Context: an optimization exercise on an open-source flow, tuned for small area and a short achievable clock period. The choices shown serve that exercise and are no tape-out recipe.
The RTL was checked by simulation tests, not by an equivalence proof against the original design.

== v23 ==
==> flow/design.v (excerpt) <==
module pipelined_array_multiplier (
    input  logic        clk_i,
    input  logic        clk_en_i,
    input  logic        rst_n_i,
    input  logic [31:0] multiplicand_i,
    input  logic [31:0] multiplier_i,
    input  logic        data_valid_i,
    output logic [63:0] product_o,
    output logic        data_valid_o
);
    logic [2:0] v_q;
    always_ff @(posedge clk_i) begin
        if (!rst_n_i) v_q <= '0;
        else if (clk_en_i) v_q <= {v_q[1:0], data_valid_i};
    end
    assign data_valid_o = v_q[2];
    logic [33:0] bx;
    assign bx = {2'b00, multiplier_i};
    logic [15:0] neg, one, two;
    for (genvar i = 0; i < 16; i++) begin : g_enc
        logic b_lo;
        if (i == 0) begin : g_first
            assign b_lo = 1'b0;
        end else begin : g_next
            assign b_lo = bx[2*i-1];
        end
        assign neg[i] = bx[2*i+1];
        assign one[i] = bx[2*i] ^ b_lo;
        assign two[i] = (bx[2*i+1] & ~bx[2*i] & ~b_lo) | (~bx[2*i+1] & bx[2*i] & b_lo);
    end
  ...
Size: roughly 2,900 cells after synthesis, about 320 flip-flops, about 0.036 mm² of cells after synthesis.
export LEC_CHECK = 0
export CAP_MARGIN = 20
export CORE_MARGIN = 2
export CORE_UTILIZATION = 40
export SLEW_MARGIN = 20
export SYNTH_HIERARCHICAL = 1
export SYNTH_MINIMUM_KEEP_SIZE = 0
create_clock -name core_clock -period 11.0 [get_ports {clk_i}]
standard.sh (not shown) runs the stock make flow with config.mk's settings and CLKGATE_MAP_FILE= SYNTH_SCRIPT=/design/flow/synth_recipe.tcl, a recipe that flattens the netlist after the stock synthesis.
==> flow/flow/run.sh <==
#!/bin/bash
# Layout flow: the standard ORFS flow (standard.sh) with the standard
# synthesis unchanged, plus
#  - after floorplan, combinational cells downsized to their smallest drive
#    strength (flow/downsize.tcl), so that area is only spent where timing
#    repair asks for it;
#  - optionally, timing repair also right after detailed placement
#    (flow/place_repair.tcl);
#  - optionally a chosen buffer cell for the port buffers.
# Settings are in flow/settings.sh. Each tool's output goes to a log here.
set -euo pipefail
cd "$(dirname "$0")/.."
W=$PWD
source flow/settings.sh
args=()
if [[ "$DOWNSIZE" != "none" ]]; then
  args+=("POST_FLOORPLAN_TCL=$W/flow/downsize.tcl" "DOWNSIZE_FAMILIES=$DOWNSIZE")
fi
args+=("SETUP_SLACK_MARGIN=$SETUP_MARGIN")
if [[ "${PLACE_REPAIR:-0}" == 1 ]]; then
  args+=("POST_DETAIL_PLACE_TCL=$W/flow/place_repair.tcl")
fi
if [[ -n "$PORT_BUFFER" ]]; then
  args+=("BUFFER_PORTS_ARGS=-buffer_cell $PORT_BUFFER")
fi
args+=($EXTRA)
bash standard.sh synth > flow_synth.log 2>&1
bash standard.sh "${args[@]}" finish > flow_layout.log 2>&1
==> flow/flow/place_repair.tcl <==
log_cmd estimate_parasitics -placement
repair_timing_helper -setup
detailed_placement
optimize_mirroring
log_cmd estimate_parasitics -placement
==> flow/flow/settings.sh <==
SETUP_MARGIN=7.6
DOWNSIZE="all"
PORT_BUFFER=sky130_fd_sc_hd__buf_2
PLACE_REPAIR=0
EXTRA="CTS_CLUSTER_SIZE=30 CTS_CLUSTER_DIAMETER=100 CORE_UTILIZATION=65"
Other scripts of this flow, unchanged in this note and not shown: flow/flow/downsize.tcl
v23 reached the end of the flow, and the finished layout is clean on the timing, design-rule and antenna checks.
### v23 -> v25
diff --git a/flow/flow/run.sh b/flow/flow/run.sh
--- a/flow/flow/run.sh
+++ b/flow/flow/run.sh
@@ -6,4 +6,2 @@
 #    repair asks for it;
-#  - optionally, timing repair also right after detailed placement
-#    (flow/place_repair.tcl);
 #  - optionally a chosen buffer cell for the port buffers.
@@ -19,5 +17,2 @@
 args+=("SETUP_SLACK_MARGIN=$SETUP_MARGIN")
-if [[ "${PLACE_REPAIR:-0}" == 1 ]]; then
-  args+=("POST_DETAIL_PLACE_TCL=$W/flow/place_repair.tcl")
-fi
 if [[ -n "$PORT_BUFFER" ]]; then
==> flow/flow/settings.sh <==
SETUP_MARGIN=7.45
DOWNSIZE="all"
PORT_BUFFER=sky130_fd_sc_hd__buf_2
EXTRA=""
removed: flow/flow/place_repair.tcl
Notes after the runs:
Looking at hold slack, v25 sits 22 ps below v23.
The lower layout overhead on the synthesized area of v23 and v25 is in v25.
Relative to v23, the final core utilization of v25 is lower by 27 points.
v25 vs v23, termination of the worst setup path: r0_q[75] vs p_q[43]
The following lists how v39 was set up differently from v25:
diff --git a/flow/flow/run.sh b/flow/flow/run.sh
--- a/flow/flow/run.sh
+++ b/flow/flow/run.sh
@@ -6,2 +6,4 @@
 #    repair asks for it;
+#  - optionally, timing repair also right after detailed placement
+#    (flow/place_repair.tcl);
 #  - optionally a chosen buffer cell for the port buffers.
@@ -17,2 +19,5 @@
 args+=("SETUP_SLACK_MARGIN=$SETUP_MARGIN")
+if [[ "${PLACE_REPAIR:-0}" == 1 ]]; then
+  args+=("POST_DETAIL_PLACE_TCL=$W/flow/place_repair.tcl")
+fi
 if [[ -n "$PORT_BUFFER" ]]; then
==> flow/flow/place_repair.tcl (new file) <==
log_cmd estimate_parasitics -placement
repair_timing_helper -setup
detailed_placement
optimize_mirroring
log_cmd estimate_parasitics -placement
==> flow/flow/settings.sh <==
SETUP_MARGIN=7.55
DOWNSIZE="all"
PORT_BUFFER=sky130_fd_sc_hd__buf_2
PLACE_REPAIR=0
EXTRA="CTS_CLUSTER_SIZE=30 CTS_CLUSTER_DIAMETER=100 CORE_UTILIZATION=55 TNS_END_PERCENT=0"
[summary]
v25 vs v39, highest metal layer with signal wires: met5 vs met4. Going from v25 to v39, share of post-route cells with drive strength above 1 grows by 0.74 points. Compared with v25, in v39 wire length climbed about 1.1%; pin count of the biggest net entering global routing shows a reduction of about 26%. Relative to v25, the detailed placer's ending HPWL of v39 is higher by 1000 µm. Diff v25 -> v39 | count of plain and timing-repair buffers | up by a few percent. Cmp v39 and v25 / critical path arrival / lower: v25. Going from v25 to v39, count of placed standard cells in the final layout, fillers left out fell by 8.1%; proportion of cell area spent on the clock network fell by 1.6 points; clock-buffer cell count fell by 27; instance count of the mapped netlist stayed essentially flat.
## Diff of input files: v7 against v39
==> flow/flow/settings.sh <==
SETUP_MARGIN=7.55
DOWNSIZE="all"
PORT_BUFFER=sky130_fd_sc_hd__buf_2
PLACE_REPAIR=0
EXTRA="CTS_CLUSTER_SIZE=30 CTS_CLUSTER_DIAMETER=100 CORE_UTILIZATION=65"
==> summary.txt <==
In terms of worst path buffer plus inverter count, v7 and v39 differ only marginally. Total wire length: v7 < v39. Between v39 and v7, the flow reports area after detailed placement decreasing slightly. Post-route minimum period is lower on v7. v7: setup slack is 150 ps higher than what v39 reported. Going from v39 to v7, final weighted congestion in routability-driven placement grew by a few percent. Met3 layer wire length in the routed design: v7 > v39. Run comparison: v39 destination of the critical timing path r0_q[149]; v7 destination of the critical timing path r0_q[31]. A worst setup path startpoint of a_q[27] is what v39 shows, while a_q[16] belongs to v7.
diff inputs: v7 => v19
==> flow/flow/settings.sh <==
SETUP_MARGIN=7.55
DOWNSIZE="all"
PORT_BUFFER=sky130_fd_sc_hd__buf_2
PLACE_REPAIR=1
EXTRA=""
Notes after the runs:
- v19 | status: complete | timing, DRC, antenna: pass
- v19: first-pass detailed-route iteration total 2 below v7
- Compared v19 vs v7, and layout cell share with drive strength beyond 1 is up in v19.
- v19 against v7: minimum clock period after layout rose by 28 ps, fraction of the core area covered by cells at the end of the flow now sits lower, non-clock buffer count down about 2.2%, wire length reported by the detailed router has increased, post-route standard cell area excluding fillers now larger.

[separate check: timing with driven ports]
In the flow no input, the clock included, has a driving cell. The finished layouts below were timed again as built, in two steps.
Step 1 (the two cells are an assumption about what drives the block):
set clk [get_ports {clk_i}]
set_driving_cell -lib_cell sky130_fd_sc_hd__clkbuf_16 $clk
set_driving_cell -lib_cell sky130_fd_sc_hd__buf_2 [delete_from_list [all_inputs] $clk]
Step 2, shift: input delay + t, output delay - t, t = (earliest + latest rising clock arrival at the registers) / 2. This alone moves slack from input paths to output paths.
Slacks: ideal / step 1 / step 2; pairs: ideal / step 1.
| run | t (ns) | setup slack, ns | worst setup path after step 2 | latest minus earliest clock arrival (ns) |
|---|---|---|---|---|
| v23 | 0.627 | 7.547 / 7.503 / 7.136 | input to register | 0.027 / 0.028 |
| v25 | 0.645 | 7.476 / 7.476 / 7.057 | input to register | 0.024 / 0.024 |
| v39 | 0.633 | 7.408 / 7.408 / 6.954 | input to register | 0.023 / 0.023 |
| v7 | 0.635 | 7.555 / 7.532 / 7.033 | input to register | 0.018 / 0.017 |
| v19 | 0.635 | 7.527 / 7.527 / 7.049 | input to register | 0.029 / 0.029 |
After both steps setup and hold are still met in every run listed. For v7, which loses most, drivers alone change the setup slack by -0.023 ns; drivers and shift together by -0.522 ns.
